This is an optimization exercise on Yosys and OpenROAD, whose aim is small area, a short achievable clock period and few clock cycles per item, not a production implementation. No run shown here included a check of the RTL's function; only the layout flow was run. Power and IR drop assume default switching activity.

**config.mk**
```make
export PLATFORM = sky130hd
export DESIGN_NAME = madd_pipeline
export DESIGN_NICKNAME = madd_pipeline
export VERILOG_FILES = /design/flow/design.v
export SDC_FILE = /design/flow/constraint.sdc
export NUM_CORES = 4
export LEC_CHECK = 0
export ABC_AREA = 1
export CAP_MARGIN = 20
export CORE_MARGIN = 2
export CORE_UTILIZATION = 40
export SETUP_SLACK_MARGIN = 1.0
export SLEW_MARGIN = 20
```
**constraint.sdc**
```tcl
create_clock -name core_clock -period 7.5 [get_ports {clk}]
set_input_delay 1.5000 -clock core_clock [delete_from_list [all_inputs] [get_ports {clk}]]
set_output_delay 1.5000 -clock core_clock [all_outputs]
set_load 0.01 [all_outputs]
```
**design.v**
```verilog
`default_nettype none
module madd_pipeline #(parameter data_width = 16, parameter n_blocks = 256, parameter full_width = 2 * data_width + 8, parameter n_channels = 16)
	(
		input wire clk,
		input wire reset,
		input wire enable,
		input  wire in_valid,
		output wire in_ready,
		output wire out_valid,
		input  wire out_ready,
		input  wire [$clog2(n_blocks) - 1 : 0] block_in,
		output wire [$clog2(n_blocks) - 1 : 0] block_out,
		input wire [4:0] shift,
		input wire shift_disable,
		input wire signedness,
		input wire saturate_disable,
		input wire signed [data_width - 1 : 0] arg_a_in,
		input wire signed [data_width - 1 : 0] arg_b_in,
		input wire signed [data_width - 1 : 0] arg_c_in,
		output wire signed [full_width - 1 : 0] result_out,
		input  wire [ch_addr_w - 1 : 0] dest_in,
		output wire [ch_addr_w - 1 : 0] dest_out,
		input  wire [4 - 1 : 0] commit_id_in,
		output wire [4 - 1 : 0] commit_id_out,
		input wire commit_flag_in,
		output wire commit_flag_out
	);
	localparam ch_addr_w = $clog2(n_channels);
	wire [3:0] s4  = ~shift[3:0];
	wire       big = shift[4];
	wire [3:0] sa  = (shift_disable | big) ? 4'd0 : s4;
	wire [16:0] a_ext = {signedness & arg_a_in[15], arg_a_in};
	wire [16:0] b_ext = {signedness & arg_b_in[15], arg_b_in};
	wire [33:0] c_ext = {{18{signedness & arg_c_in[15]}}, arg_c_in};
	wire [33:0] c_sh = c_ext << sa;
	wire [33:0] rnd  = (sa == 4'd0) ? 34'd0 : (34'd1 << (sa - 4'd1));
	wire [33:0] crow = big ? 34'd0 : (c_sh | rnd);
	wire pp1;
	wire pp2;
	wire pp3;
	wire pp4;
	wire pp5;
	wire pp6;
	wire pp7;
	wire pp8;
	wire pp9;
	wire pp10;
	wire pp11;
	wire pp12;
	wire pp13;
	wire pp14;
	wire pp15;
	wire pp16;
	wire pp17;
	wire pp18;
	wire pp19;
	wire pp20;
	wire pp21;
	wire pp22;
	wire pp23;
	wire pp24;
	wire pp25;
	wire pp26;
	wire pp27;
	wire pp28;
	wire pp29;
	wire pp30;
	wire pp31;
	wire pp32;
	wire pp33;
	wire pp34;
	wire pp35;
	wire pp36;
	wire pp37;
	wire pp38;
	wire pp39;
	wire pp40;
	wire pp41;
	wire pp42;
	wire pp43;
	wire pp44;
	wire pp45;
	wire pp46;
	wire pp47;
	wire pp48;
	wire pp49;
	wire pp50;
	wire pp51;
	wire pp52;
	wire pp53;
	wire pp54;
	wire pp55;
	wire pp56;
	wire pp57;
	wire pp58;
	wire pp59;
	wire pp60;
	wire pp61;
	wire pp62;
	wire pp63;
	wire pp64;
	wire pp65;
	wire pp66;
	wire pp67;
	wire pp68;
	wire pp69;
	wire pp70;
	wire pp71;
	wire pp72;
	wire pp73;
	wire pp74;
	wire pp75;
	wire pp76;
	wire pp77;
	wire pp78;
	wire pp79;
	wire pp80;
	wire pp81;
	wire pp82;
	wire pp83;
	wire pp84;
	wire pp85;
	wire pp86;
	wire pp87;
	wire pp88;
	wire pp89;
	wire pp90;
	wire pp91;
	wire pp92;
	wire pp93;
	wire pp94;
	wire pp95;
	wire pp96;
	wire pp97;
	wire pp98;
	wire pp99;
	wire pp100;
	wire pp101;
	wire pp102;
	wire pp103;
	wire pp104;
	wire pp105;
	wire pp106;
	wire pp107;
	wire pp108;
	wire pp109;
	wire pp110;
	wire pp111;
	wire pp112;
	wire pp113;
	wire pp114;
	wire pp115;
	wire pp116;
	wire pp117;
	wire pp118;
	wire pp119;
	wire pp120;
	wire pp121;
	wire pp122;
	wire pp123;
	wire pp124;
	wire pp125;
	wire pp126;
	wire pp127;
	wire pp128;
	wire pp129;
	wire pp130;
	wire pp131;
	wire pp132;
	wire pp133;
	wire pp134;
	wire pp135;
	wire pp136;
	wire pp137;
	wire pp138;
	wire pp139;
	wire pp140;
	wire pp141;
	wire pp142;
	wire pp143;
	wire pp144;
	wire pp145;
	wire pp146;
	wire pp147;
	wire pp148;
	wire pp149;
	wire pp150;
	wire pp151;
	wire pp152;
	wire pp153;
	wire pp154;
	wire pp155;
	wire pp156;
	wire pp157;
	wire pp158;
	wire pp159;
	wire pp160;
	wire pp161;
	wire pp162;
	wire s163;
	wire c164;
	wire s165;
	wire c166;
	wire s167;
	wire c168;
	wire s169;
	wire c170;
	wire s171;
	wire c172;
	wire s173;
	wire c174;
	wire s175;
	wire c176;
	wire s177;
	wire c178;
	wire s179;
	wire c180;
	wire s181;
	wire c182;
	wire s183;
	wire c184;
	wire s185;
	wire c186;
	wire s187;
	wire c188;
	wire s189;
	wire c190;
	wire s191;
	wire c192;
	wire s193;
	wire c194;
	wire s195;
	wire c196;
	wire s197;
	wire c198;
	wire s199;
	wire c200;
	wire s201;
	wire c202;
	wire s203;
	wire c204;
	wire s205;
	wire c206;
	wire s207;
	wire c208;
	wire s209;
	wire c210;
	wire s211;
	wire c212;
	wire s213;
	wire c214;
	wire s215;
	wire c216;
	wire s217;
	wire c218;
	wire s219;
	wire c220;
	wire s221;
	wire c222;
	wire s223;
	wire c224;
	wire s225;
	wire c226;
	wire s227;
	wire c228;
	wire s229;
	wire c230;
	wire s231;
	wire c232;
	wire s233;
	wire c234;
	wire s235;
	wire c236;
	wire s237;
	wire c238;
	wire s239;
	wire c240;
	wire s241;
	wire c242;
	wire s243;
	wire c244;
	wire s245;
	wire c246;
	wire s247;
	wire c248;
	wire s249;
	wire c250;
	wire s251;
	wire c252;
	wire s253;
	wire c254;
	wire s255;
	wire c256;
	wire s257;
	wire c258;
	wire s259;
	wire c260;
	wire s261;
	wire c262;
	wire s263;
	wire c264;
	wire s265;
	wire c266;
	wire s267;
	wire c268;
	wire s269;
	wire c270;
	wire s271;
	wire c272;
	wire s273;
	wire c274;
	wire s275;
	wire c276;
	wire s277;
	wire c278;
	wire s279;
	wire c280;
	wire s281;
	wire c282;
	wire s283;
	wire c284;
	wire s285;
	wire c286;
	wire s287;
	wire c288;
	wire s289;
	wire c290;
	wire s291;
	wire c292;
	wire s293;
	wire c294;
	wire s295;
	wire c296;
	wire s297;
	wire c298;
	wire s299;
	wire c300;
	wire s301;
	wire c302;
	wire s303;
	wire c304;
	wire s305;
	wire c306;
	wire s307;
	wire c308;
	wire s309;
	wire c310;
	wire s311;
	wire c312;
	wire s313;
	wire c314;
	wire s315;
	wire c316;
	wire s317;
	wire c318;
	wire s319;
	wire c320;
	wire s321;
	wire c322;
	wire s323;
	wire c324;
	wire s325;
	wire c326;
	wire s327;
	wire c328;
	wire s329;
	wire c330;
	wire s331;
	wire c332;
	wire s333;
	wire c334;
	wire s335;
	wire c336;
	wire s337;
	wire c338;
	wire s339;
	wire c340;
	wire s341;
	wire c342;
	wire s343;
	wire c344;
	wire s345;
	wire c346;
	wire s347;
	wire c348;
	wire s349;
	wire c350;
	wire s351;
	wire c352;
	wire s353;
	wire c354;
	wire s355;
	wire c356;
	wire s357;
	wire c358;
	wire s359;
	wire c360;
	wire s361;
	wire c362;
	wire s363;
	wire c364;
	wire s365;
	wire c366;
	wire s367;
	wire c368;
	wire s369;
	wire c370;
	wire s371;
	wire c372;
	wire s373;
	wire c374;
	wire s375;
	wire c376;
	wire s377;
	wire c378;
	wire s379;
	wire c380;
	wire s381;
	wire c382;
	wire s383;
	wire c384;
	wire s385;
	wire c386;
	wire s387;
	wire c388;
	wire s389;
	wire c390;
	wire s391;
	wire c392;
	wire s393;
	wire c394;
	wire s395;
	wire c396;
	wire s397;
	wire c398;
	wire s399;
	wire c400;
	wire s401;
	wire c402;
	wire s403;
	wire c404;
	wire s405;
	wire c406;
	wire s407;
	wire c408;
	wire s409;
	wire c410;
	wire s411;
	wire c412;
	wire s413;
	wire c414;
	wire s415;
	wire c416;
	wire s417;
	wire c418;
	wire s419;
	wire c420;
	wire s421;
	wire c422;
	wire s423;
	wire c424;
	wire s425;
	wire c426;
	wire s427;
	wire c428;
	wire s429;
	wire c430;
	wire s431;
	wire c432;
	wire s433;
	wire c434;
	wire s435;
	wire c436;
	wire s437;
	wire c438;
	wire s439;
	wire c440;
	wire s441;
	wire c442;
	wire s443;
	wire c444;
	wire s445;
	wire c446;
	wire s447;
	wire c448;
	wire s449;
	wire c450;
	wire s451;
	wire c452;
	wire s453;
	wire c454;
	wire s455;
	wire c456;
	wire s457;
	wire c458;
	wire s459;
	wire c460;
	wire s461;
	wire c462;
	wire s463;
	wire c464;
	wire s465;
	wire c466;
	wire s467;
	wire c468;
	wire s469;
	wire c470;
	wire s471;
	wire c472;
	wire s473;
	wire c474;
	wire s475;
	wire c476;
	wire s477;
	wire c478;
	wire s479;
	wire c480;
	wire s481;
	wire c482;
	wire s483;
	wire c484;
	wire s485;
	wire c486;
	wire s487;
	wire c488;
	wire s489;
	wire c490;
	wire s491;
	wire c492;
	wire s493;
	wire c494;
	wire s495;
	wire c496;
	wire s497;
	wire c498;
	wire s499;
	wire c500;
	wire s501;
	wire c502;
	wire bneg0 = b_ext[1];
	wire bone0 = b_ext[0] ^ 1'b0;
	wire btwo0 = (b_ext[1] & ~b_ext[0] & ~1'b0) | (~b_ext[1] & b_ext[0] & 1'b0);
	assign pp1 = (((bone0 & a_ext[0]) | (btwo0 & 1'b0)) ^ bneg0);
	assign pp2 = (((bone0 & a_ext[1]) | (btwo0 & a_ext[0])) ^ bneg0);
	assign pp3 = (((bone0 & a_ext[2]) | (btwo0 & a_ext[1])) ^ bneg0);
	assign pp4 = (((bone0 & a_ext[3]) | (btwo0 & a_ext[2])) ^ bneg0);
	assign pp5 = (((bone0 & a_ext[4]) | (btwo0 & a_ext[3])) ^ bneg0);
	assign pp6 = (((bone0 & a_ext[5]) | (btwo0 & a_ext[4])) ^ bneg0);
	assign pp7 = (((bone0 & a_ext[6]) | (btwo0 & a_ext[5])) ^ bneg0);
	assign pp8 = (((bone0 & a_ext[7]) | (btwo0 & a_ext[6])) ^ bneg0);
	assign pp9 = (((bone0 & a_ext[8]) | (btwo0 & a_ext[7])) ^ bneg0);
	assign pp10 = (((bone0 & a_ext[9]) | (btwo0 & a_ext[8])) ^ bneg0);
	assign pp11 = (((bone0 & a_ext[10]) | (btwo0 & a_ext[9])) ^ bneg0);
	assign pp12 = (((bone0 & a_ext[11]) | (btwo0 & a_ext[10])) ^ bneg0);
	assign pp13 = (((bone0 & a_ext[12]) | (btwo0 & a_ext[11])) ^ bneg0);
	assign pp14 = (((bone0 & a_ext[13]) | (btwo0 & a_ext[12])) ^ bneg0);
	assign pp15 = (((bone0 & a_ext[14]) | (btwo0 & a_ext[13])) ^ bneg0);
	assign pp16 = (((bone0 & a_ext[15]) | (btwo0 & a_ext[14])) ^ bneg0);
	assign pp17 = (((bone0 & a_ext[16]) | (btwo0 & a_ext[15])) ^ bneg0);
	assign pp18 = ~(((bone0 & a_ext[16]) | (btwo0 & a_ext[16])) ^ bneg0);
	wire bneg1 = b_ext[3];
	wire bone1 = b_ext[2] ^ b_ext[1];
	wire btwo1 = (b_ext[3] & ~b_ext[2] & ~b_ext[1]) | (~b_ext[3] & b_ext[2] & b_ext[1]);
	assign pp19 = (((bone1 & a_ext[0]) | (btwo1 & 1'b0)) ^ bneg1);
	assign pp20 = (((bone1 & a_ext[1]) | (btwo1 & a_ext[0])) ^ bneg1);
	assign pp21 = (((bone1 & a_ext[2]) | (btwo1 & a_ext[1])) ^ bneg1);
	assign pp22 = (((bone1 & a_ext[3]) | (btwo1 & a_ext[2])) ^ bneg1);
	assign pp23 = (((bone1 & a_ext[4]) | (btwo1 & a_ext[3])) ^ bneg1);
	assign pp24 = (((bone1 & a_ext[5]) | (btwo1 & a_ext[4])) ^ bneg1);
	assign pp25 = (((bone1 & a_ext[6]) | (btwo1 & a_ext[5])) ^ bneg1);
	assign pp26 = (((bone1 & a_ext[7]) | (btwo1 & a_ext[6])) ^ bneg1);
	assign pp27 = (((bone1 & a_ext[8]) | (btwo1 & a_ext[7])) ^ bneg1);
	assign pp28 = (((bone1 & a_ext[9]) | (btwo1 & a_ext[8])) ^ bneg1);
	assign pp29 = (((bone1 & a_ext[10]) | (btwo1 & a_ext[9])) ^ bneg1);
	assign pp30 = (((bone1 & a_ext[11]) | (btwo1 & a_ext[10])) ^ bneg1);
	assign pp31 = (((bone1 & a_ext[12]) | (btwo1 & a_ext[11])) ^ bneg1);
	assign pp32 = (((bone1 & a_ext[13]) | (btwo1 & a_ext[12])) ^ bneg1);
	assign pp33 = (((bone1 & a_ext[14]) | (btwo1 & a_ext[13])) ^ bneg1);
	assign pp34 = (((bone1 & a_ext[15]) | (btwo1 & a_ext[14])) ^ bneg1);
	assign pp35 = (((bone1 & a_ext[16]) | (btwo1 & a_ext[15])) ^ bneg1);
	assign pp36 = ~(((bone1 & a_ext[16]) | (btwo1 & a_ext[16])) ^ bneg1);
	wire bneg2 = b_ext[5];
	wire bone2 = b_ext[4] ^ b_ext[3];
	wire btwo2 = (b_ext[5] & ~b_ext[4] & ~b_ext[3]) | (~b_ext[5] & b_ext[4] & b_ext[3]);
	assign pp37 = (((bone2 & a_ext[0]) | (btwo2 & 1'b0)) ^ bneg2);
	assign pp38 = (((bone2 & a_ext[1]) | (btwo2 & a_ext[0])) ^ bneg2);
	assign pp39 = (((bone2 & a_ext[2]) | (btwo2 & a_ext[1])) ^ bneg2);
	assign pp40 = (((bone2 & a_ext[3]) | (btwo2 & a_ext[2])) ^ bneg2);
	assign pp41 = (((bone2 & a_ext[4]) | (btwo2 & a_ext[3])) ^ bneg2);
	assign pp42 = (((bone2 & a_ext[5]) | (btwo2 & a_ext[4])) ^ bneg2);
	assign pp43 = (((bone2 & a_ext[6]) | (btwo2 & a_ext[5])) ^ bneg2);
	assign pp44 = (((bone2 & a_ext[7]) | (btwo2 & a_ext[6])) ^ bneg2);
	assign pp45 = (((bone2 & a_ext[8]) | (btwo2 & a_ext[7])) ^ bneg2);
	assign pp46 = (((bone2 & a_ext[9]) | (btwo2 & a_ext[8])) ^ bneg2);
	assign pp47 = (((bone2 & a_ext[10]) | (btwo2 & a_ext[9])) ^ bneg2);
	assign pp48 = (((bone2 & a_ext[11]) | (btwo2 & a_ext[10])) ^ bneg2);
	assign pp49 = (((bone2 & a_ext[12]) | (btwo2 & a_ext[11])) ^ bneg2);
	assign pp50 = (((bone2 & a_ext[13]) | (btwo2 & a_ext[12])) ^ bneg2);
	assign pp51 = (((bone2 & a_ext[14]) | (btwo2 & a_ext[13])) ^ bneg2);
	assign pp52 = (((bone2 & a_ext[15]) | (btwo2 & a_ext[14])) ^ bneg2);
	assign pp53 = (((bone2 & a_ext[16]) | (btwo2 & a_ext[15])) ^ bneg2);
	assign pp54 = ~(((bone2 & a_ext[16]) | (btwo2 & a_ext[16])) ^ bneg2);
	wire bneg3 = b_ext[7];
	wire bone3 = b_ext[6] ^ b_ext[5];
	wire btwo3 = (b_ext[7] & ~b_ext[6] & ~b_ext[5]) | (~b_ext[7] & b_ext[6] & b_ext[5]);
	assign pp55 = (((bone3 & a_ext[0]) | (btwo3 & 1'b0)) ^ bneg3);
	assign pp56 = (((bone3 & a_ext[1]) | (btwo3 & a_ext[0])) ^ bneg3);
	assign pp57 = (((bone3 & a_ext[2]) | (btwo3 & a_ext[1])) ^ bneg3);
	assign pp58 = (((bone3 & a_ext[3]) | (btwo3 & a_ext[2])) ^ bneg3);
	assign pp59 = (((bone3 & a_ext[4]) | (btwo3 & a_ext[3])) ^ bneg3);
	assign pp60 = (((bone3 & a_ext[5]) | (btwo3 & a_ext[4])) ^ bneg3);
	assign pp61 = (((bone3 & a_ext[6]) | (btwo3 & a_ext[5])) ^ bneg3);
	assign pp62 = (((bone3 & a_ext[7]) | (btwo3 & a_ext[6])) ^ bneg3);
	assign pp63 = (((bone3 & a_ext[8]) | (btwo3 & a_ext[7])) ^ bneg3);
	assign pp64 = (((bone3 & a_ext[9]) | (btwo3 & a_ext[8])) ^ bneg3);
	assign pp65 = (((bone3 & a_ext[10]) | (btwo3 & a_ext[9])) ^ bneg3);
	assign pp66 = (((bone3 & a_ext[11]) | (btwo3 & a_ext[10])) ^ bneg3);
	assign pp67 = (((bone3 & a_ext[12]) | (btwo3 & a_ext[11])) ^ bneg3);
	assign pp68 = (((bone3 & a_ext[13]) | (btwo3 & a_ext[12])) ^ bneg3);
	assign pp69 = (((bone3 & a_ext[14]) | (btwo3 & a_ext[13])) ^ bneg3);
	assign pp70 = (((bone3 & a_ext[15]) | (btwo3 & a_ext[14])) ^ bneg3);
	assign pp71 = (((bone3 & a_ext[16]) | (btwo3 & a_ext[15])) ^ bneg3);
	assign pp72 = ~(((bone3 & a_ext[16]) | (btwo3 & a_ext[16])) ^ bneg3);
	wire bneg4 = b_ext[9];
	wire bone4 = b_ext[8] ^ b_ext[7];
	wire btwo4 = (b_ext[9] & ~b_ext[8] & ~b_ext[7]) | (~b_ext[9] & b_ext[8] & b_ext[7]);
	assign pp73 = (((bone4 & a_ext[0]) | (btwo4 & 1'b0)) ^ bneg4);
	assign pp74 = (((bone4 & a_ext[1]) | (btwo4 & a_ext[0])) ^ bneg4);
	assign pp75 = (((bone4 & a_ext[2]) | (btwo4 & a_ext[1])) ^ bneg4);
	assign pp76 = (((bone4 & a_ext[3]) | (btwo4 & a_ext[2])) ^ bneg4);
	assign pp77 = (((bone4 & a_ext[4]) | (btwo4 & a_ext[3])) ^ bneg4);
	assign pp78 = (((bone4 & a_ext[5]) | (btwo4 & a_ext[4])) ^ bneg4);
	assign pp79 = (((bone4 & a_ext[6]) | (btwo4 & a_ext[5])) ^ bneg4);
	assign pp80 = (((bone4 & a_ext[7]) | (btwo4 & a_ext[6])) ^ bneg4);
	assign pp81 = (((bone4 & a_ext[8]) | (btwo4 & a_ext[7])) ^ bneg4);
	assign pp82 = (((bone4 & a_ext[9]) | (btwo4 & a_ext[8])) ^ bneg4);
	assign pp83 = (((bone4 & a_ext[10]) | (btwo4 & a_ext[9])) ^ bneg4);
	assign pp84 = (((bone4 & a_ext[11]) | (btwo4 & a_ext[10])) ^ bneg4);
	assign pp85 = (((bone4 & a_ext[12]) | (btwo4 & a_ext[11])) ^ bneg4);
	assign pp86 = (((bone4 & a_ext[13]) | (btwo4 & a_ext[12])) ^ bneg4);
	assign pp87 = (((bone4 & a_ext[14]) | (btwo4 & a_ext[13])) ^ bneg4);
	assign pp88 = (((bone4 & a_ext[15]) | (btwo4 & a_ext[14])) ^ bneg4);
	assign pp89 = (((bone4 & a_ext[16]) | (btwo4 & a_ext[15])) ^ bneg4);
	assign pp90 = ~(((bone4 & a_ext[16]) | (btwo4 & a_ext[16])) ^ bneg4);
	wire bneg5 = b_ext[11];
	wire bone5 = b_ext[10] ^ b_ext[9];
	wire btwo5 = (b_ext[11] & ~b_ext[10] & ~b_ext[9]) | (~b_ext[11] & b_ext[10] & b_ext[9]);
	assign pp91 = (((bone5 & a_ext[0]) | (btwo5 & 1'b0)) ^ bneg5);
	assign pp92 = (((bone5 & a_ext[1]) | (btwo5 & a_ext[0])) ^ bneg5);
	assign pp93 = (((bone5 & a_ext[2]) | (btwo5 & a_ext[1])) ^ bneg5);
	assign pp94 = (((bone5 & a_ext[3]) | (btwo5 & a_ext[2])) ^ bneg5);
	assign pp95 = (((bone5 & a_ext[4]) | (btwo5 & a_ext[3])) ^ bneg5);
	assign pp96 = (((bone5 & a_ext[5]) | (btwo5 & a_ext[4])) ^ bneg5);
	assign pp97 = (((bone5 & a_ext[6]) | (btwo5 & a_ext[5])) ^ bneg5);
	assign pp98 = (((bone5 & a_ext[7]) | (btwo5 & a_ext[6])) ^ bneg5);
	assign pp99 = (((bone5 & a_ext[8]) | (btwo5 & a_ext[7])) ^ bneg5);
	assign pp100 = (((bone5 & a_ext[9]) | (btwo5 & a_ext[8])) ^ bneg5);
	assign pp101 = (((bone5 & a_ext[10]) | (btwo5 & a_ext[9])) ^ bneg5);
	assign pp102 = (((bone5 & a_ext[11]) | (btwo5 & a_ext[10])) ^ bneg5);
	assign pp103 = (((bone5 & a_ext[12]) | (btwo5 & a_ext[11])) ^ bneg5);
	assign pp104 = (((bone5 & a_ext[13]) | (btwo5 & a_ext[12])) ^ bneg5);
	assign pp105 = (((bone5 & a_ext[14]) | (btwo5 & a_ext[13])) ^ bneg5);
	assign pp106 = (((bone5 & a_ext[15]) | (btwo5 & a_ext[14])) ^ bneg5);
	assign pp107 = (((bone5 & a_ext[16]) | (btwo5 & a_ext[15])) ^ bneg5);
	assign pp108 = ~(((bone5 & a_ext[16]) | (btwo5 & a_ext[16])) ^ bneg5);
	wire bneg6 = b_ext[13];
	wire bone6 = b_ext[12] ^ b_ext[11];
	wire btwo6 = (b_ext[13] & ~b_ext[12] & ~b_ext[11]) | (~b_ext[13] & b_ext[12] & b_ext[11]);
	assign pp109 = (((bone6 & a_ext[0]) | (btwo6 & 1'b0)) ^ bneg6);
	assign pp110 = (((bone6 & a_ext[1]) | (btwo6 & a_ext[0])) ^ bneg6);
	assign pp111 = (((bone6 & a_ext[2]) | (btwo6 & a_ext[1])) ^ bneg6);
	assign pp112 = (((bone6 & a_ext[3]) | (btwo6 & a_ext[2])) ^ bneg6);
	assign pp113 = (((bone6 & a_ext[4]) | (btwo6 & a_ext[3])) ^ bneg6);
	assign pp114 = (((bone6 & a_ext[5]) | (btwo6 & a_ext[4])) ^ bneg6);
	assign pp115 = (((bone6 & a_ext[6]) | (btwo6 & a_ext[5])) ^ bneg6);
	assign pp116 = (((bone6 & a_ext[7]) | (btwo6 & a_ext[6])) ^ bneg6);
	assign pp117 = (((bone6 & a_ext[8]) | (btwo6 & a_ext[7])) ^ bneg6);
	assign pp118 = (((bone6 & a_ext[9]) | (btwo6 & a_ext[8])) ^ bneg6);
	assign pp119 = (((bone6 & a_ext[10]) | (btwo6 & a_ext[9])) ^ bneg6);
	assign pp120 = (((bone6 & a_ext[11]) | (btwo6 & a_ext[10])) ^ bneg6);
	assign pp121 = (((bone6 & a_ext[12]) | (btwo6 & a_ext[11])) ^ bneg6);
	assign pp122 = (((bone6 & a_ext[13]) | (btwo6 & a_ext[12])) ^ bneg6);
	assign pp123 = (((bone6 & a_ext[14]) | (btwo6 & a_ext[13])) ^ bneg6);
	assign pp124 = (((bone6 & a_ext[15]) | (btwo6 & a_ext[14])) ^ bneg6);
	assign pp125 = (((bone6 & a_ext[16]) | (btwo6 & a_ext[15])) ^ bneg6);
	assign pp126 = ~(((bone6 & a_ext[16]) | (btwo6 & a_ext[16])) ^ bneg6);
	wire bneg7 = b_ext[15];
	wire bone7 = b_ext[14] ^ b_ext[13];
	wire btwo7 = (b_ext[15] & ~b_ext[14] & ~b_ext[13]) | (~b_ext[15] & b_ext[14] & b_ext[13]);
	assign pp127 = (((bone7 & a_ext[0]) | (btwo7 & 1'b0)) ^ bneg7);
	assign pp128 = (((bone7 & a_ext[1]) | (btwo7 & a_ext[0])) ^ bneg7);
	assign pp129 = (((bone7 & a_ext[2]) | (btwo7 & a_ext[1])) ^ bneg7);
	assign pp130 = (((bone7 & a_ext[3]) | (btwo7 & a_ext[2])) ^ bneg7);
	assign pp131 = (((bone7 & a_ext[4]) | (btwo7 & a_ext[3])) ^ bneg7);
	assign pp132 = (((bone7 & a_ext[5]) | (btwo7 & a_ext[4])) ^ bneg7);
	assign pp133 = (((bone7 & a_ext[6]) | (btwo7 & a_ext[5])) ^ bneg7);
	assign pp134 = (((bone7 & a_ext[7]) | (btwo7 & a_ext[6])) ^ bneg7);
	assign pp135 = (((bone7 & a_ext[8]) | (btwo7 & a_ext[7])) ^ bneg7);
	assign pp136 = (((bone7 & a_ext[9]) | (btwo7 & a_ext[8])) ^ bneg7);
	assign pp137 = (((bone7 & a_ext[10]) | (btwo7 & a_ext[9])) ^ bneg7);
	assign pp138 = (((bone7 & a_ext[11]) | (btwo7 & a_ext[10])) ^ bneg7);
	assign pp139 = (((bone7 & a_ext[12]) | (btwo7 & a_ext[11])) ^ bneg7);
	assign pp140 = (((bone7 & a_ext[13]) | (btwo7 & a_ext[12])) ^ bneg7);
	assign pp141 = (((bone7 & a_ext[14]) | (btwo7 & a_ext[13])) ^ bneg7);
	assign pp142 = (((bone7 & a_ext[15]) | (btwo7 & a_ext[14])) ^ bneg7);
	assign pp143 = (((bone7 & a_ext[16]) | (btwo7 & a_ext[15])) ^ bneg7);
	assign pp144 = ~(((bone7 & a_ext[16]) | (btwo7 & a_ext[16])) ^ bneg7);
	wire bneg8 = b_ext[16];
	wire bone8 = b_ext[16] ^ b_ext[15];
	wire btwo8 = (b_ext[16] & ~b_ext[16] & ~b_ext[15]) | (~b_ext[16] & b_ext[16] & b_ext[15]);
	assign pp145 = (((bone8 & a_ext[0]) | (btwo8 & 1'b0)) ^ bneg8);
	assign pp146 = (((bone8 & a_ext[1]) | (btwo8 & a_ext[0])) ^ bneg8);
	assign pp147 = (((bone8 & a_ext[2]) | (btwo8 & a_ext[1])) ^ bneg8);
	assign pp148 = (((bone8 & a_ext[3]) | (btwo8 & a_ext[2])) ^ bneg8);
	assign pp149 = (((bone8 & a_ext[4]) | (btwo8 & a_ext[3])) ^ bneg8);
	assign pp150 = (((bone8 & a_ext[5]) | (btwo8 & a_ext[4])) ^ bneg8);
	assign pp151 = (((bone8 & a_ext[6]) | (btwo8 & a_ext[5])) ^ bneg8);
	assign pp152 = (((bone8 & a_ext[7]) | (btwo8 & a_ext[6])) ^ bneg8);
	assign pp153 = (((bone8 & a_ext[8]) | (btwo8 & a_ext[7])) ^ bneg8);
	assign pp154 = (((bone8 & a_ext[9]) | (btwo8 & a_ext[8])) ^ bneg8);
	assign pp155 = (((bone8 & a_ext[10]) | (btwo8 & a_ext[9])) ^ bneg8);
	assign pp156 = (((bone8 & a_ext[11]) | (btwo8 & a_ext[10])) ^ bneg8);
	assign pp157 = (((bone8 & a_ext[12]) | (btwo8 & a_ext[11])) ^ bneg8);
	assign pp158 = (((bone8 & a_ext[13]) | (btwo8 & a_ext[12])) ^ bneg8);
	assign pp159 = (((bone8 & a_ext[14]) | (btwo8 & a_ext[13])) ^ bneg8);
	assign pp160 = (((bone8 & a_ext[15]) | (btwo8 & a_ext[14])) ^ bneg8);
	assign pp161 = (((bone8 & a_ext[16]) | (btwo8 & a_ext[15])) ^ bneg8);
	assign pp162 = ~(((bone8 & a_ext[16]) | (btwo8 & a_ext[16])) ^ bneg8);
	assign s163 = bneg7 ^ pp111;
	assign c164 = bneg7 & pp111;
	assign s165 = pp112 ^ pp128;
	assign c166 = pp112 & pp128;
	assign s167 = bneg8 ^ pp113 ^ pp129;
	assign c168 = (bneg8 & pp113) | (bneg8 & pp129) | (pp113 & pp129);
	assign s169 = pp145 ^ pp17;
	assign c170 = pp145 & pp17;
	assign s171 = 1'b1 ^ pp114 ^ pp130;
	assign c172 = (1'b1 & pp114) | (1'b1 & pp130) | (pp114 & pp130);
	assign s173 = pp146 ^ pp18 ^ pp34;
	assign c174 = (pp146 & pp18) | (pp146 & pp34) | (pp18 & pp34);
	assign s175 = 1'b1 ^ pp115 ^ pp131;
	assign c176 = (1'b1 & pp115) | (1'b1 & pp131) | (pp115 & pp131);
	assign s177 = pp147 ^ pp35;
	assign c178 = pp147 & pp35;
	assign s179 = pp100 ^ pp116 ^ pp132;
	assign c180 = (pp100 & pp116) | (pp100 & pp132) | (pp116 & pp132);
	assign s181 = 1'b1 ^ pp101;
	assign c182 = 1'b1 & pp101;
	assign s183 = bneg4 ^ pp25;
	assign c184 = bneg4 & pp25;
	assign s185 = pp10 ^ pp26;
	assign c186 = pp10 & pp26;
	assign s187 = bneg5 ^ pp11 ^ pp27;
	assign c188 = (bneg5 & pp11) | (bneg5 & pp27) | (pp11 & pp27);
	assign s189 = pp43 ^ pp59;
	assign c190 = pp43 & pp59;
	assign s191 = pp12 ^ pp28 ^ pp44;
	assign c192 = (pp12 & pp28) | (pp12 & pp44) | (pp28 & pp44);
	assign s193 = pp60 ^ pp76;
	assign c194 = pp60 & pp76;
	assign s195 = bneg6 ^ pp109 ^ pp13;
	assign c196 = (bneg6 & pp109) | (bneg6 & pp13) | (pp109 & pp13);
	assign s197 = pp29 ^ pp45 ^ pp61;
	assign c198 = (pp29 & pp45) | (pp29 & pp61) | (pp45 & pp61);
	assign s199 = pp77 ^ pp93;
	assign c200 = pp77 & pp93;
	assign s201 = pp110 ^ pp14 ^ pp30;
	assign c202 = (pp110 & pp14) | (pp110 & pp30) | (pp14 & pp30);
	assign s203 = pp46 ^ pp62 ^ pp78;
	assign c204 = (pp46 & pp62) | (pp46 & pp78) | (pp62 & pp78);
	assign s205 = pp94 ^ crow[13];
	assign c206 = pp94 & crow[13];
	assign s207 = pp127 ^ pp15 ^ pp31;
	assign c208 = (pp127 & pp15) | (pp127 & pp31) | (pp15 & pp31);
	assign s209 = pp47 ^ pp63 ^ pp79;
	assign c210 = (pp47 & pp63) | (pp47 & pp79) | (pp63 & pp79);
	assign s211 = pp95 ^ crow[14] ^ s163;
	assign c212 = (pp95 & crow[14]) | (pp95 & s163) | (crow[14] & s163);
	assign s213 = pp16 ^ pp32 ^ pp48;
	assign c214 = (pp16 & pp32) | (pp16 & pp48) | (pp32 & pp48);
	assign s215 = pp64 ^ pp80 ^ pp96;
	assign c216 = (pp64 & pp80) | (pp64 & pp96) | (pp80 & pp96);
	assign s217 = c164 ^ crow[15] ^ s165;
	assign c218 = (c164 & crow[15]) | (c164 & s165) | (crow[15] & s165);
	assign s219 = pp33 ^ pp49 ^ pp65;
	assign c220 = (pp33 & pp49) | (pp33 & pp65) | (pp49 & pp65);
	assign s221 = pp81 ^ pp97 ^ c166;
	assign c222 = (pp81 & pp97) | (pp81 & c166) | (pp97 & c166);
	assign s223 = crow[16] ^ s169 ^ s167;
	assign c224 = (crow[16] & s169) | (crow[16] & s167) | (s169 & s167);
	assign s225 = pp50 ^ pp66 ^ pp82;
	assign c226 = (pp50 & pp66) | (pp50 & pp82) | (pp66 & pp82);
	assign s227 = pp98 ^ c170 ^ crow[17];
	assign c228 = (pp98 & c170) | (pp98 & crow[17]) | (c170 & crow[17]);
	assign s229 = c168 ^ s171 ^ s173;
	assign c230 = (c168 & s171) | (c168 & s173) | (s171 & s173);
	assign s231 = pp51 ^ pp67 ^ pp83;
	assign c232 = (pp51 & pp67) | (pp51 & pp83) | (pp67 & pp83);
	assign s233 = pp99 ^ crow[18] ^ s177;
	assign c234 = (pp99 & crow[18]) | (pp99 & s177) | (crow[18] & s177);
	assign s235 = c172 ^ c174 ^ s175;
	assign c236 = (c172 & c174) | (c172 & s175) | (c174 & s175);
	assign s237 = pp148 ^ pp36 ^ pp52;
	assign c238 = (pp148 & pp36) | (pp148 & pp52) | (pp36 & pp52);
	assign s239 = pp68 ^ pp84 ^ c178;
	assign c240 = (pp68 & pp84) | (pp68 & c178) | (pp84 & c178);
	assign s241 = crow[19] ^ c176 ^ s179;
	assign c242 = (crow[19] & c176) | (crow[19] & s179) | (c176 & s179);
	assign s243 = pp117 ^ pp133 ^ pp149;
	assign c244 = (pp117 & pp133) | (pp117 & pp149) | (pp133 & pp149);
	assign s245 = pp53 ^ pp69 ^ pp85;
	assign c246 = (pp53 & pp69) | (pp53 & pp85) | (pp69 & pp85);
	assign s247 = crow[20] ^ s181 ^ c180;
	assign c248 = (crow[20] & s181) | (crow[20] & c180) | (s181 & c180);
	assign s249 = pp102 ^ pp118 ^ pp134;
	assign c250 = (pp102 & pp118) | (pp102 & pp134) | (pp118 & pp134);
	assign s251 = pp150 ^ pp54 ^ pp70;
	assign c252 = (pp150 & pp54) | (pp150 & pp70) | (pp54 & pp70);
	assign s253 = pp86 ^ c182 ^ crow[21];
	assign c254 = (pp86 & c182) | (pp86 & crow[21]) | (c182 & crow[21]);
	assign s255 = 1'b1 ^ pp103 ^ pp119;
	assign c256 = (1'b1 & pp103) | (1'b1 & pp119) | (pp103 & pp119);
	assign s257 = pp135 ^ pp151 ^ pp71;
	assign c258 = (pp135 & pp151) | (pp135 & pp71) | (pp151 & pp71);
	assign s259 = pp87 ^ crow[22];
	assign c260 = pp87 & crow[22];
	assign s261 = pp104 ^ pp120 ^ pp136;
	assign c262 = (pp104 & pp120) | (pp104 & pp136) | (pp120 & pp136);
	assign s263 = pp152 ^ pp72 ^ pp88;
	assign c264 = (pp152 & pp72) | (pp152 & pp88) | (pp72 & pp88);
	assign s265 = 1'b1 ^ pp105 ^ pp121;
	assign c266 = (1'b1 & pp105) | (1'b1 & pp121) | (pp105 & pp121);
	assign s267 = pp137 ^ pp153;
	assign c268 = pp137 & pp153;
	assign s269 = pp106 ^ pp122 ^ pp138;
	assign c270 = (pp106 & pp122) | (pp106 & pp138) | (pp122 & pp138);
	assign s271 = 1'b1 ^ pp107;
	assign c272 = 1'b1 & pp107;
	assign s273 = bneg2 ^ pp21;
	assign c274 = bneg2 & pp21;
	assign s275 = pp22 ^ pp38;
	assign c276 = pp22 & pp38;
	assign s277 = bneg3 ^ pp23 ^ pp39;
	assign c278 = (bneg3 & pp23) | (bneg3 & pp39) | (pp23 & pp39);
	assign s279 = pp55 ^ pp7;
	assign c280 = pp55 & pp7;
	assign s281 = pp24 ^ pp40 ^ pp56;
	assign c282 = (pp24 & pp40) | (pp24 & pp56) | (pp40 & pp56);
	assign s283 = pp8 ^ crow[7];
	assign c284 = pp8 & crow[7];
	assign s285 = pp41 ^ pp57 ^ pp73;
	assign c286 = (pp41 & pp57) | (pp41 & pp73) | (pp57 & pp73);
	assign s287 = pp9 ^ crow[8] ^ s183;
	assign c288 = (pp9 & crow[8]) | (pp9 & s183) | (crow[8] & s183);
	assign s289 = pp42 ^ pp58 ^ pp74;
	assign c290 = (pp42 & pp58) | (pp42 & pp74) | (pp58 & pp74);
	assign s291 = c184 ^ crow[9] ^ s185;
	assign c292 = (c184 & crow[9]) | (c184 & s185) | (crow[9] & s185);
	assign s293 = pp75 ^ pp91 ^ c186;
	assign c294 = (pp75 & pp91) | (pp75 & c186) | (pp91 & c186);
	assign s295 = crow[10] ^ s189 ^ s187;
	assign c296 = (crow[10] & s189) | (crow[10] & s187) | (s189 & s187);
	assign s297 = pp92 ^ c190 ^ crow[11];
	assign c298 = (pp92 & c190) | (pp92 & crow[11]) | (c190 & crow[11]);
	assign s299 = s193 ^ c188 ^ s191;
	assign c300 = (s193 & c188) | (s193 & s191) | (c188 & s191);
	assign s301 = c194 ^ crow[12] ^ s199;
	assign c302 = (c194 & crow[12]) | (c194 & s199) | (crow[12] & s199);
	assign s303 = c192 ^ s195 ^ s197;
	assign c304 = (c192 & s195) | (c192 & s197) | (s195 & s197);
	assign s305 = c200 ^ c196 ^ c198;
	assign c306 = (c200 & c196) | (c200 & c198) | (c196 & c198);
	assign s307 = s201 ^ s203 ^ s205;
	assign c308 = (s201 & s203) | (s201 & s205) | (s203 & s205);
	assign s309 = c202 ^ c204 ^ s207;
	assign c310 = (c202 & c204) | (c202 & s207) | (c204 & s207);
	assign s311 = s209 ^ c206 ^ s211;
	assign c312 = (s209 & c206) | (s209 & s211) | (c206 & s211);
	assign s313 = c208 ^ c210 ^ s213;
	assign c314 = (c208 & c210) | (c208 & s213) | (c210 & s213);
	assign s315 = s215 ^ c212 ^ s217;
	assign c316 = (s215 & c212) | (s215 & s217) | (c212 & s217);
	assign s317 = c214 ^ c216 ^ s219;
	assign c318 = (c214 & c216) | (c214 & s219) | (c216 & s219);
	assign s319 = c218 ^ s221 ^ s223;
	assign c320 = (c218 & s221) | (c218 & s223) | (s221 & s223);
	assign s321 = c220 ^ s225 ^ c222;
	assign c322 = (c220 & s225) | (c220 & c222) | (s225 & c222);
	assign s323 = s227 ^ c224 ^ s229;
	assign c324 = (s227 & c224) | (s227 & s229) | (c224 & s229);
	assign s325 = c226 ^ s231 ^ c228;
	assign c326 = (c226 & s231) | (c226 & c228) | (s231 & c228);
	assign s327 = s233 ^ c230 ^ s235;
	assign c328 = (s233 & c230) | (s233 & s235) | (c230 & s235);
	assign s329 = c232 ^ s237 ^ c234;
	assign c330 = (c232 & s237) | (c232 & c234) | (s237 & c234);
	assign s331 = s239 ^ c236 ^ s241;
	assign c332 = (s239 & c236) | (s239 & s241) | (c236 & s241);
	assign s333 = c238 ^ s243 ^ s245;
	assign c334 = (c238 & s243) | (c238 & s245) | (s243 & s245);
	assign s335 = c240 ^ c242 ^ s247;
	assign c336 = (c240 & c242) | (c240 & s247) | (c242 & s247);
	assign s337 = c244 ^ c246 ^ s249;
	assign c338 = (c244 & c246) | (c244 & s249) | (c246 & s249);
	assign s339 = s251 ^ s253 ^ c248;
	assign c340 = (s251 & s253) | (s251 & c248) | (s253 & c248);
	assign s341 = c250 ^ c252 ^ s255;
	assign c342 = (c250 & c252) | (c250 & s255) | (c252 & s255);
	assign s343 = s257 ^ s259 ^ c254;
	assign c344 = (s257 & s259) | (s257 & c254) | (s259 & c254);
	assign s345 = crow[23] ^ c256 ^ c258;
	assign c346 = (crow[23] & c256) | (crow[23] & c258) | (c256 & c258);
	assign s347 = s261 ^ s263 ^ c260;
	assign c348 = (s261 & s263) | (s261 & c260) | (s263 & c260);
	assign s349 = pp89 ^ crow[24] ^ s267;
	assign c350 = (pp89 & crow[24]) | (pp89 & s267) | (crow[24] & s267);
	assign s351 = c262 ^ c264 ^ s265;
	assign c352 = (c262 & c264) | (c262 & s265) | (c264 & s265);
	assign s353 = pp154 ^ pp90 ^ c268;
	assign c354 = (pp154 & pp90) | (pp154 & c268) | (pp90 & c268);
	assign s355 = crow[25] ^ c266 ^ s269;
	assign c356 = (crow[25] & c266) | (crow[25] & s269) | (c266 & s269);
	assign s357 = pp123 ^ pp139 ^ pp155;
	assign c358 = (pp123 & pp139) | (pp123 & pp155) | (pp139 & pp155);
	assign s359 = crow[26] ^ s271 ^ c270;
	assign c360 = (crow[26] & s271) | (crow[26] & c270) | (s271 & c270);
	assign s361 = pp108 ^ pp124 ^ pp140;
	assign c362 = (pp108 & pp124) | (pp108 & pp140) | (pp124 & pp140);
	assign s363 = pp156 ^ c272 ^ crow[27];
	assign c364 = (pp156 & c272) | (pp156 & crow[27]) | (c272 & crow[27]);
	assign s365 = 1'b1 ^ pp125 ^ pp141;
	assign c366 = (1'b1 & pp125) | (1'b1 & pp141) | (pp125 & pp141);
	assign s367 = pp157 ^ crow[28];
	assign c368 = pp157 & crow[28];
	assign s369 = pp126 ^ pp142 ^ pp158;
	assign c370 = (pp126 & pp142) | (pp126 & pp158) | (pp142 & pp158);
	assign s371 = 1'b1 ^ pp143;
	assign c372 = 1'b1 & pp143;
	assign s373 = bneg1 ^ pp19;
	assign c374 = bneg1 & pp19;
	assign s375 = pp20 ^ pp4;
	assign c376 = pp20 & pp4;
	assign s377 = pp37 ^ pp5 ^ crow[4];
	assign c378 = (pp37 & pp5) | (pp37 & crow[4]) | (pp5 & crow[4]);
	assign s379 = pp6 ^ c274 ^ crow[5];
	assign c380 = (pp6 & c274) | (pp6 & crow[5]) | (c274 & crow[5]);
	assign s381 = c276 ^ crow[6] ^ s279;
	assign c382 = (c276 & crow[6]) | (c276 & s279) | (crow[6] & s279);
	assign s383 = c280 ^ c278 ^ s281;
	assign c384 = (c280 & c278) | (c280 & s281) | (c278 & s281);
	assign s385 = c282 ^ s285 ^ c284;
	assign c386 = (c282 & s285) | (c282 & c284) | (s285 & c284);
	assign s387 = c286 ^ s289 ^ c288;
	assign c388 = (c286 & s289) | (c286 & c288) | (s289 & c288);
	assign s389 = c290 ^ c292 ^ s293;
	assign c390 = (c290 & c292) | (c290 & s293) | (c292 & s293);
	assign s391 = c294 ^ s297 ^ c296;
	assign c392 = (c294 & s297) | (c294 & c296) | (s297 & c296);
	assign s393 = c298 ^ s301 ^ c300;
	assign c394 = (c298 & s301) | (c298 & c300) | (s301 & c300);
	assign s395 = c302 ^ c304 ^ s305;
	assign c396 = (c302 & c304) | (c302 & s305) | (c304 & s305);
	assign s397 = c306 ^ s309 ^ c308;
	assign c398 = (c306 & s309) | (c306 & c308) | (s309 & c308);
	assign s399 = c310 ^ s313 ^ c312;
	assign c400 = (c310 & s313) | (c310 & c312) | (s313 & c312);
	assign s401 = c314 ^ s317 ^ c316;
	assign c402 = (c314 & s317) | (c314 & c316) | (s317 & c316);
	assign s403 = c318 ^ s321 ^ c320;
	assign c404 = (c318 & s321) | (c318 & c320) | (s321 & c320);
	assign s405 = c322 ^ s325 ^ c324;
	assign c406 = (c322 & s325) | (c322 & c324) | (s325 & c324);
	assign s407 = c326 ^ s329 ^ c328;
	assign c408 = (c326 & s329) | (c326 & c328) | (s329 & c328);
	assign s409 = s333 ^ c330 ^ c332;
	assign c410 = (s333 & c330) | (s333 & c332) | (c330 & c332);
	assign s411 = c334 ^ s337 ^ s339;
	assign c412 = (c334 & s337) | (c334 & s339) | (s337 & s339);
	assign s413 = c338 ^ s341 ^ s343;
	assign c414 = (c338 & s341) | (c338 & s343) | (s341 & s343);
	assign s415 = c342 ^ s345 ^ s347;
	assign c416 = (c342 & s345) | (c342 & s347) | (s345 & s347);
	assign s417 = s349 ^ c346 ^ s351;
	assign c418 = (s349 & c346) | (s349 & s351) | (c346 & s351);
	assign s419 = c350 ^ s353 ^ c352;
	assign c420 = (c350 & s353) | (c350 & c352) | (s353 & c352);
	assign s421 = s357 ^ c354 ^ c356;
	assign c422 = (s357 & c354) | (s357 & c356) | (c354 & c356);
	assign s423 = c358 ^ s361 ^ s363;
	assign c424 = (c358 & s361) | (c358 & s363) | (s361 & s363);
	assign s425 = c362 ^ s365 ^ s367;
	assign c426 = (c362 & s365) | (c362 & s367) | (s365 & s367);
	assign s427 = crow[29] ^ c366 ^ s369;
	assign c428 = (crow[29] & c366) | (crow[29] & s369) | (c366 & s369);
	assign s429 = pp159 ^ crow[30] ^ s371;
	assign c430 = (pp159 & crow[30]) | (pp159 & s371) | (crow[30] & s371);
	assign s431 = pp144 ^ pp160 ^ c372;
	assign c432 = (pp144 & pp160) | (pp144 & c372) | (pp160 & c372);
	assign s433 = 1'b1 ^ pp161;
	assign c434 = 1'b1 & pp161;
	assign s435 = bneg0 ^ pp1;
	assign c436 = bneg0 & pp1;
	assign s437 = pp2 ^ crow[1];
	assign c438 = pp2 & crow[1];
	assign s439 = pp3 ^ crow[2] ^ s373;
	assign c440 = (pp3 & crow[2]) | (pp3 & s373) | (crow[2] & s373);
	assign s441 = c374 ^ crow[3] ^ s375;
	assign c442 = (c374 & crow[3]) | (c374 & s375) | (crow[3] & s375);
	assign s443 = c376 ^ s273 ^ s377;
	assign c444 = (c376 & s273) | (c376 & s377) | (s273 & s377);
	assign s445 = s275 ^ c378 ^ s379;
	assign c446 = (s275 & c378) | (s275 & s379) | (c378 & s379);
	assign s447 = s277 ^ c380 ^ s381;
	assign c448 = (s277 & c380) | (s277 & s381) | (c380 & s381);
	assign s449 = s283 ^ c382 ^ s383;
	assign c450 = (s283 & c382) | (s283 & s383) | (c382 & s383);
	assign s451 = s287 ^ c384 ^ s385;
	assign c452 = (s287 & c384) | (s287 & s385) | (c384 & s385);
	assign s453 = s291 ^ c386 ^ s387;
	assign c454 = (s291 & c386) | (s291 & s387) | (c386 & s387);
	assign s455 = s295 ^ c388 ^ s389;
	assign c456 = (s295 & c388) | (s295 & s389) | (c388 & s389);
	assign s457 = s299 ^ c390 ^ s391;
	assign c458 = (s299 & c390) | (s299 & s391) | (c390 & s391);
	assign s459 = s303 ^ c392 ^ s393;
	assign c460 = (s303 & c392) | (s303 & s393) | (c392 & s393);
	assign s461 = s307 ^ c394 ^ s395;
	assign c462 = (s307 & c394) | (s307 & s395) | (c394 & s395);
	assign s463 = s311 ^ c396 ^ s397;
	assign c464 = (s311 & c396) | (s311 & s397) | (c396 & s397);
	assign s465 = s315 ^ c398 ^ s399;
	assign c466 = (s315 & c398) | (s315 & s399) | (c398 & s399);
	assign s467 = s319 ^ c400 ^ s401;
	assign c468 = (s319 & c400) | (s319 & s401) | (c400 & s401);
	assign s469 = s323 ^ c402 ^ s403;
	assign c470 = (s323 & c402) | (s323 & s403) | (c402 & s403);
	assign s471 = s327 ^ c404 ^ s405;
	assign c472 = (s327 & c404) | (s327 & s405) | (c404 & s405);
	assign s473 = s331 ^ c406 ^ s407;
	assign c474 = (s331 & c406) | (s331 & s407) | (c406 & s407);
	assign s475 = s335 ^ c408 ^ s409;
	assign c476 = (s335 & c408) | (s335 & s409) | (c408 & s409);
	assign s477 = c336 ^ c410 ^ s411;
	assign c478 = (c336 & c410) | (c336 & s411) | (c410 & s411);
	assign s479 = c340 ^ s413 ^ c412;
	assign c480 = (c340 & s413) | (c340 & c412) | (s413 & c412);
	assign s481 = c344 ^ s415 ^ c414;
	assign c482 = (c344 & s415) | (c344 & c414) | (s415 & c414);
	assign s483 = c348 ^ s417 ^ c416;
	assign c484 = (c348 & s417) | (c348 & c416) | (s417 & c416);
	assign s485 = s355 ^ s419 ^ c418;
	assign c486 = (s355 & s419) | (s355 & c418) | (s419 & c418);
	assign s487 = s359 ^ c420 ^ s421;
	assign c488 = (s359 & c420) | (s359 & s421) | (c420 & s421);
	assign s489 = c360 ^ s423 ^ c422;
	assign c490 = (c360 & s423) | (c360 & c422) | (s423 & c422);
	assign s491 = c364 ^ s425 ^ c424;
	assign c492 = (c364 & s425) | (c364 & c424) | (s425 & c424);
	assign s493 = c368 ^ s427 ^ c426;
	assign c494 = (c368 & s427) | (c368 & c426) | (s427 & c426);
	assign s495 = c370 ^ s429 ^ c428;
	assign c496 = (c370 & s429) | (c370 & c428) | (s429 & c428);
	assign s497 = crow[31] ^ c430 ^ s431;
	assign c498 = (crow[31] & c430) | (crow[31] & s431) | (c430 & s431);
	assign s499 = crow[32] ^ s433 ^ c432;
	assign c500 = (crow[32] & s433) | (crow[32] & c432) | (s433 & c432);
	assign s501 = pp162 ^ c434 ^ crow[33];
	assign c502 = (pp162 & c434) | (pp162 & crow[33]) | (c434 & crow[33]);
	wire [33:0] row0 = {s501, c498, s497, s495, s493, s491, c488, c486, s485, s483, s481, c478, c476, c474, c472, c470, c468, c466, c464, c462, c460, c458, c456, c454, c452, c450, c448, c446, c444, c442, c440, c438, c436, crow[0]};
	wire [33:0] row1 = {c500, s499, c496, c494, c492, c490, s489, s487, c484, c482, c480, s479, s477, s475, s473, s471, s469, s467, s465, s463, s461, s459, s457, s455, s453, s451, s449, s447, s445, s443, s441, s439, s437, s435};
	reg        v_q;
	reg [3:0]  sh_q;
	reg        big_q, rb_en_q, satd_q, sg_q;
	reg [15:0] c_q;
	reg [7:0]  block_q;
	reg [3:0]  dest_q, cid_q;
	reg        cf_q;
	reg [33:0] r0_q;
	reg [33:0] r1_q;
	assign in_ready  = ~v_q | out_ready;
	assign out_valid = v_q;
	wire take_in  = in_valid & in_ready;
	wire take_out = v_q & out_ready;
	always @(posedge clk) begin
		if (reset)
			v_q <= 1'b0;
		else if (enable) begin
			if (take_in)
				v_q <= 1'b1;
			else if (take_out)
				v_q <= 1'b0;
		end
	end
	always @(posedge clk) begin
		if (enable & take_in) begin
			r0_q <= row0;
			r1_q <= row1;
			sh_q    <= (shift_disable & ~big) ? 4'd0 : s4;
			big_q   <= big;
			rb_en_q <= big & ~shift_disable;
			satd_q  <= saturate_disable;
			sg_q    <= signedness;
			c_q     <= arg_c_in;
			block_q <= block_in;
			dest_q  <= dest_in;
			cid_q   <= commit_id_in;
			cf_q    <= commit_flag_in;
		end
	end
	wire [33:0] x = r0_q + r1_q;
	wire signed [33:0] y = $signed(x) >>> sh_q;
	wire [32:0] xd = x[33:1] ^ x[32:0];
	reg  [32:0] ovf_mask;
	integer k;
	always @(*)
		for (k = 0; k < 33; k = k + 1)
			ovf_mask[k] = (k >= 15 + sh_q);
	wire ovf_y = |(xd & ovf_mask);
	wire [17:0] c18   = {{2{sg_q & c_q[15]}}, c_q};
	wire [17:0] c18p  = c18 + 18'd1;
	wire [17:0] r_big = (rb_en_q & y[15]) ? c18p : c18;
	wire ovf_big = ~r_big[17] & (r_big[16] | r_big[15]);
	wire        neg = big_q ? r_big[17] : x[33];
	wire        ovf = big_q ? ovf_big : ovf_y;
	wire [15:0] lo  = big_q ? r_big[15:0] : y[15:0];
	wire [23:0] hi  = big_q ? {{22{r_big[17]}}, r_big[17:16]} : {{6{y[33]}}, y[33:16]};
	assign result_out = satd_q ? {hi, lo} :
	                    ovf    ? {{25{neg}}, {15{~neg}}} :
	                             {{24{lo[15]}}, lo};
	assign block_out       = block_q;
	assign dest_out        = dest_q;
	assign commit_id_out   = cid_q;
	assign commit_flag_out = cf_q;
endmodule
`default_nettype wire
```
**run.sh**
```bash
#!/bin/bash
# synth_recipe.tcl (not shown) runs the flow's synth.tcl, then flattens the netlist and writes it again
# the make line also repeats each setting of config.mk as NAME=value (left out here)
make -C /OpenROAD-flow-scripts/flow DESIGN_CONFIG=/design/flow/config.mk WORK_HOME=/design/flow/orfs CLKGATE_MAP_FILE= SYNTH_SCRIPT=/design/flow/synth_recipe.tcl finish
```
==> results of run 1 <==
[worst max-delay path by stage]
stage / endpoint / slack (ns) / cells past startpoint
after floorplan: r1_q[17]$_DFFE_PP_ / 2.00 / 13
after global placement: r1_q[17]$_DFFE_PP_ / 1.28 / 14
after detailed placement: r1_q[20]$_DFFE_PP_ / 1.22 / 15
after CTS: result_out[36] / 1.00 / 25
after global routing: result_out[25] / 1.06 / 26
final: result_out[11] / 1.39 / 24
[layout by cell type (no fill, tap or decap), types with 109 or more instances in the layout]
| cell type | n |
|---|---|
| o21ai_0 | 149 |
| edfxtp_1 | 109 |
| nand2_1 | 604 |
| fa_1 | 139 |
| nand3_1 | 121 |
| xor2_1 | 148 |
| inv_1 | 413 |
| nor2_1 | 117 |
| o22ai_1 | 138 |
| clkdlybuf4s50_1 | 136 |
[registers in the layout (all words and copies together) (netlist names)]
register / count
sh_q: 4
dest_q: 4
satd_q: 1
big_q: 1
c_q: 16
block_q: 8
r0_q: 34
r1_q: 34
rb_en_q: 1
cf_q: 1
sg_q: 1
cid_q: 4
v_q: 1
[power by group through the flow]
stage,Clock (mW),Sequential [mW],Combinational [mW]
2_1_floorplan,0,1.03,3.18
3_3_place_gp,0,1.04,4.50
3_5_place_dp,0,1.04,4.58
4_1_cts,0.573,1.03,4.60
5_1_grt,0.595,1.04,5.28
6_report,0.560,1.03,4.62
[routing by layer]
layer / up-vias / share of wire (%) / wire (um)
li1: 7685 / - / -
met1: 7438 / 44 / 23700
met2: 530 / 48 / 26100
met3: 78 / 5.2 / 2850
met4: 0 / 2.9 / 1580
met5: - / 0 / 0
[repair_timing]
item | 4_1_cts | 5_1_grt
setup buffers | 0 | 4
endpoints found under the setup margin | 0 | 31
gates resized for setup | 0 | 3
[critical path, cell delays in order, from the launching register on]
cell             delay (ns)
edfxtp_1               0.41
ha_1                   0.24
inv_1                  0.07
fa_1                   0.40
inv_1                  0.12
nand3_1                0.07
nand2_1                0.13
nand2_1                0.07
nand2_1                0.13
nand3_1                0.12
nand2_1                0.12
nand4_1                0.12
nand3_1                0.10
nand2_1                0.18
xor2_1                 0.22
nor2_1                 0.17
nand2_1                0.07
nor2_1                 0.09
nand3_1                0.13
nand2_1                0.15
nand2_4                0.10
nand2_2                0.23
o21ai_0                0.15
nand2_1                0.09
clkdlybuf4s50_1        0.55
[area by class of cell]
class | count | share of cell area (%)
multi-input combinational | 1701 | 59.9
inverter | 432 | 8.60
timing repair buffer | 172 | 8.70
tap | 532 | 3.52
clock inverter | 6 | 0.616
sequential | 110 | 17.4
clock buffer | 10 | 1.21
[metrics by stage]
stage	cells	util [%]	power [mW]	hold WS, ns
6_report	2963	46.1	6.21	0.489
5_1_grt	2963	46.1	6.92	0.517
4_1_cts	2959	45.9	6.20	0.490
3_5_place_dp	2943	45.1	5.63	0.479
3_3_place_gp	2943	45.1	5.54	0.462
2_1_floorplan	2352	-	4.21	0.488
[cells by family after synthesis]
logic type	count (synthesis)	synth area share (%)
buffers and inverters	541	12.4
and+or+nand+nor	919	23.2
DFF	110	19.8
adders and majority gates	203	21.5
xor gates and xnor gates	157	8.29
AOI/OAI and AO/OA	414	14.3
muxes	8	0.495
==> run notes, run 1 <==
* Status: finished clean
* Unrepaired setup endpoints after global routing: false
* Busiest metal layer after global routing: met2
* Max-slew violations at 0
* Worst Hold Launch: v_q$_SDFFE_PP0P_
* Worst Setup SP: r0_q[0]$_SDFFCE_PP0P_
* Die W at 208 um
* Post-Syn Nets at 2633
* CTS tree: done
* Max H-tree Level at 3
* CP max FO at 16
* Total CTS buffers at 9
* Synth Register Bits at 110
* Post-synth top area share at 19.6%
* Reg2reg end: r0_q[0]$_SDFFCE_PP0P_
* Period minus WS final at 6.11 ns
* DR vias at 15731
* DP Wirelength at 44400 um
* Warnings from Yosys at 1
* Worst Max-Slew Pin Slew at 1.00 ns
* Clock sink count at 110
* Starting Density at 40.7%
* Sequential share of the synthesized area at 19.8%
* Initial DRC Count at 1425
* Most used DFF post-synth: edfxtp_1
* Post-synth top area cell: edfxtp_1
* Antenna violations before repair at 0
* Layout cells sized above 1 at 4.15%
* Die height at 208 um
* Port Buffer Count at 136
* R2r startpoint: v_q$_SDFFE_PP0P_
* Worst skew pair latency at 0.38 ns
* DRC Markers at 0
* Final hold violations at 0
* Area Growth Syn to Fin at 13.3%
* Post-synth ARST share at 0%
* Reg2Reg Setup Slack at 5.29 ns
* Final worst-path cycle share at 81.4%
* Worst r2r path cells at 4
* Gate power share at 74.4%
* Max-Cap Viols at 0
* Final #Nets at 2707
* Fin worst setup slack at 1.39 ns
* Met2 usage at 43.1%
* Root buf cell: clkbuf_16
* Area after DPL at 0.0185 mm^2
* Max Freq at 164 MHz
* Final antenna-violating net count at 0
* Cell depth of the worst hold path at 2
* CP arrival at 4.61 ns
* Largest net degree at the start of global routing at 61
* GRT met3 Usage at 2.73%
* Routability cong. at 0.942
* Register Area at 0.00329 mm^2
* GR Overflow Total at 0
* Seq pwr share at 16.6%
* Clk_skew at 0.00927 ns
* Hold path endpoint: v_q$_SDFFE_PP0P_
* I/O Pins at 137
* Clk slew on worst S/H paths at 0.07 ns
* First-pass GRT wire length at 85500 um
* Fillers at 4261
* Synth top cells by count: nand2_1 (605), inv_1 (414), o21ai_0 (149), xor2_1 (148), fa_1 (139)
* Switching share of power at 52.8%
* P_int at 2.93 mW
* Detailed Routing Iterations Pass 1 at 6
* Final instance area at 0.0189 mm^2
* Grt met1 use at 33.4%
* Synthesized area per cell at 7.09 um^2
* Crit end category: output port
* CTS Hold Bufs at 0
* Worst VDD drop at 0.000144 V
* Switch Pwr at 3.28 mW
* Final Setup Violations at 0
* Max Root-Sink Buffers at 2
* Total negative slack at 0 ns
* Worst Path Class, Setup: flop to output port
* Count leader, synth: nand2_1
* Synth area leaders: edfxtp_1 (20%), fa_1 (17%), nand2_1 (14%)
* Antenna diodes at 0
* Synthesized area at 0.0167 mm^2
* Vias per cell at 5.31
* Worst hold path type: flop to flop
* P_leak at 9.08 nW
* Mean routed wirelength per cell at 18.3 um
* DIE AREA at 0.0433 mm^2
* Slew Limit Headroom at 32.9%
* Post-synth EDFFs at 109
* Post-synth cell types at 52
* Core box area at 0.0410 mm^2
* Clock share of power at 9.0%
* Worst path required time at 6.00 ns
* Number of global-route vias before repair at 15357
* Startpoint types: flop
* GRT Util Overall at 25.2%
* Post-synthesis cell count at 2352
* PwrDens at 329 mW/mm^2
* Multi-input logic area at 0.0113 mm^2
* Placement Setup Slack at 1.22 ns
* Num rows at 74
* Wirelength, routed at 54200 um
==> run 2, diff against run 1 <==
--- a/config.mk
+++ b/config.mk
@@ -9,5 +9,5 @@
 export CAP_MARGIN = 20
 export CORE_MARGIN = 2
 export CORE_UTILIZATION = 40
-export SETUP_SLACK_MARGIN = 1.0
+export SETUP_SLACK_MARGIN = 2.0
 export SLEW_MARGIN = 20
==> run notes, run 2 <==
* Vias per cell at 5.33 (+0.44%)
* Mean routed wirelength per cell at 18.6 um (+1.8%)
* Area Growth Syn to Fin at 20.0%
* Layout cells sized above 1 at 13.0% (+8.8 points)
* DR vias at 15998 (+1.7%)
* Max-Cap Viols at 0 (unchanged)
* Largest net degree at the start of global routing at 61 (unchanged)
* Max Freq at 184 MHz (+12%)
* Period minus WS final at 5.45 ns (-0.660 ns)
* Synthesized area at 0.0167 mm^2 (unchanged)
* GRT Util Overall at 25.5% (+0.32 points)
* Post-synth ARST share at 0% (unchanged)
* Critical path's largest stage delay at 0.53 ns (-0.02 ns)
* Max Root-Sink Buffers at 2 (unchanged)
* Worst hold path type: flop to flop
* Final worst-path cycle share at 72.6% (-8.8 points)
* Synth Register Bits at 110 (unchanged)
* Commonest non-fill, non-tap cell in the layout: nand2_1
* Detailed Routing Iterations Pass 1 at 8 (+2)
* Final #Nets at 2744 (+1.4%)
* DRC Markers at 0 (unchanged)
* P_leak at 9.46 nW (+4.2%)
* Worst Path Class, Setup: input pin to flop
* Synth area leaders: edfxtp_1 (20%), fa_1 (17%), nand2_1 (14%)
* Max-slew violations at 0 (unchanged)
* Total CTS buffers at 9 (unchanged)
* Die W at 208 um (unchanged)
* First-pass GRT wire length at 86500 um (+1.2%)
* CP max FO at 17 (+1)
* Synth top cells by count: nand2_1 (605), inv_1 (414), o21ai_0 (149), xor2_1 (148), fa_1 (139)
* Post-synth EDFFs at 109 (unchanged)
* Root buf cell: clkbuf_16
* Final Setup Violations at 0 (unchanged)
* CTS tree: done
* Placement Setup Slack at 1.22 ns (unchanged)
* Commonest cells after routing, fill and taps aside: nand2_1 (564), inv_1 (405), xor2_1 (146), o22ai_1 (138), fa_1 (138)
* Num rows at 74 (unchanged)
* DP Wirelength at 44400 um (unchanged)
* Initial DRC Count at 1179 (-17%)
* Die height at 208 um (unchanged)
* Total negative slack at 0 ns (unchanged)
* Post-Syn Nets at 2633 (unchanged)
* CP max-delay cell: clkinv_1
* Max H-tree Level at 3 (unchanged)
* Post-synthesis cell count at 2352 (unchanged)
* I/O Pins at 137 (unchanged)
* Largest regs: r0_q x34, r1_q x34, c_q x16
* Number of global-route vias before repair at 15512 (+1.0%)
* Warnings from Yosys at 1 (unchanged)
* Crit path top cell by count: fa_1
* Starting Density at 40.7% (unchanged)
* Clk_skew at 0.00774 ns (-0.00153 ns)
* Unrepaired setup endpoints after global routing: true
* Crit end category: flop
* Fin worst setup slack at 2.05 ns (+0.660 ns)
* Core box area at 0.0410 mm^2 (unchanged)
* Port Buffer Count at 136 (unchanged)
* Startpoint types: input pin
* Synthesized area per cell at 7.09 um^2 (unchanged)
* Count leader, synth: nand2_1
* Antenna violations before repair at 0 (unchanged)
* Final hold violations at 0 (unchanged)
* Final antenna-violating net count at 0 (unchanged)
* Post-synth cell types at 52 (unchanged)
* DIE AREA at 0.0433 mm^2 (unchanged)
* Antenna diodes at 0 (unchanged)
* Clock sink count at 110 (unchanged)
* Slew Limit Headroom at 32.0% (-0.89 points)
* Most used DFF post-synth: edfxtp_1
* Routability cong. at 0.942 (unchanged)
* CP cell instances: clkdlybuf4s50_1, clkinv_1, o22ai_1, xor2_1, fa_1, fa_1, inv_1, fa_1, inv_1, fa_1, inv_1, fa_1
* Wirelength, routed at 55900 um (+3.1%)
* Clk slew on worst S/H paths at 0.07 ns (about the same)
* PwrDens at 334 mW/mm^2 (+1.6%)
* Post-synth top area share at 19.6% (unchanged)
* Worst skew pair latency at 0.38 ns (about the same)
* GR Overflow Total at 0 (unchanged)
* Sequential share of the synthesized area at 19.8% (unchanged)
* Worst path required time at 7.61 ns (+1.61 ns)
* Worst VDD drop at 0.000160 V (+11%)
* Status: finished clean
* Worst Max-Slew Pin Slew at 1.02 ns (+0.0133 ns)
* CP arrival at 5.56 ns (+0.95 ns)
* Post-synth top area cell: edfxtp_1
## run 2: cell counts after synthesis
No cell type changed its count.
## run 2: final cells by class
| class | count | area (um^2) |
|---|---|---|
| clock buffers | 10 | 229 |
| clock inverters | 6 | 116 |
| fillers | 4154 | 21000 |
| inverters | 432 | 1650 |
| multi-input cells | 1703 | 12100 |
| flip-flops and latches | 110 | 3290 |
| well taps | 532 | 666 |
| repair buffers | 204 | 1900 |
| repair inverters | 3 | 17.5 |
## run 2: kinds of logic (layout without fill, tap and decap cells)
kind of cell,Yosys count,in the layout,share of synthesized area (%)
compound gates,414,414,14.3
mux,8,8,0.495
simple gates,919,921,23.2
xor+xnor,157,157,8.29
flops,110,110,19.8
fa+ha+maj,203,203,21.5
buf+inv,541,655,12.4
## run 2: repair_timing
| action | CTS | global route |
|---|---|---|
| setup buffers | 17 | 18 |
| pin swaps | 11 | 30 |
| endpoints found under the setup margin | 65 | 61 |
| resized for setup | 91 | 300 |
| hold buffers | 0 | 0 |
| cloned | 3 | 3 |
## run 2: worst paths after layout
| check | startpoint | to | slack [ns] | cells after the start |
|---|---|---|---|---|
| worst max-delay path | arg_a_in[14] | r1_q[18]$_DFFE_PP_ | 2.05 | 12 |
| worst min-delay path | v_q$_SDFFE_PP0P_ | v_q$_SDFFE_PP0P_ | 0.49 | 2 |
| worst max register to register | v_q$_SDFFE_PP0P_ | r0_q[0]$_SDFFCE_PP0P_ | 5.28 | 4 |
| worst min register to register | v_q$_SDFFE_PP0P_ | v_q$_SDFFE_PP0P_ | 0.49 | 2 |
## run 2: layer usage
layer,wire length (um),global-route usage [%]
met4,1800,8.16
met1,24400,33.7
met5,0,0
met3,2600,2.70
met2,27100,44.0
## run 2: critical path: cells and delay by family
kind                       cells  cell delay (ns)
AOI/OAI and AO/OA              1             0.38
xor gates and xnor gates       1             0.30
adders and majority gates      5             2.18
buffers and inverters          5             1.19
## run 2: stage by stage
step                std cells  total power [mW]  utilization [%]  cell area (um^2)  hold WS, ns
detailed placement       2943              5.63             45.1             18500        0.479
global placement         2943              5.54             45.1             18500        0.462
global route             3000              7.40             48.8             20000        0.517
finish                   3000              6.69             48.8             20000        0.487
floorplan                2352              4.21                -             16700        0.488
CTS                      2979              6.25             46.7             19100        0.490
## run 2: power breakdown
group          total [mW]  switching [mW]  internal (mW)
Clock               0.559           0.229          0.329
Combinational        5.07            3.24           1.84
Sequential           1.05          0.0702          0.983
Total                6.69            3.54           3.15

[afterwards: timing with drivers on the ports]
How much do the figures lean on ideal ports? The routed layouts below were timed once more, with nothing changed but the port constraints. Step 1: set_driving_cell puts a clkbuf_16 on clk and a buf_2 on each other input, an assumption about the parent block. Step 2, shift: input delay + t, output delay - t, t = (earliest + latest rising clock arrival at the registers) / 2. This alone moves slack from input paths to output paths. a / b / c = no drivers / after step 1 / after step 2; a / b = the first two.
| run | t (ns) | setup slack, ns |
|---|---|---|
| run 1 | 0.431 | 1.394 / 1.340 / 1.155 |
| run 2 | 0.430 | 2.055 / 2.055 / 1.656 |
After both steps every run listed still meets setup and hold.
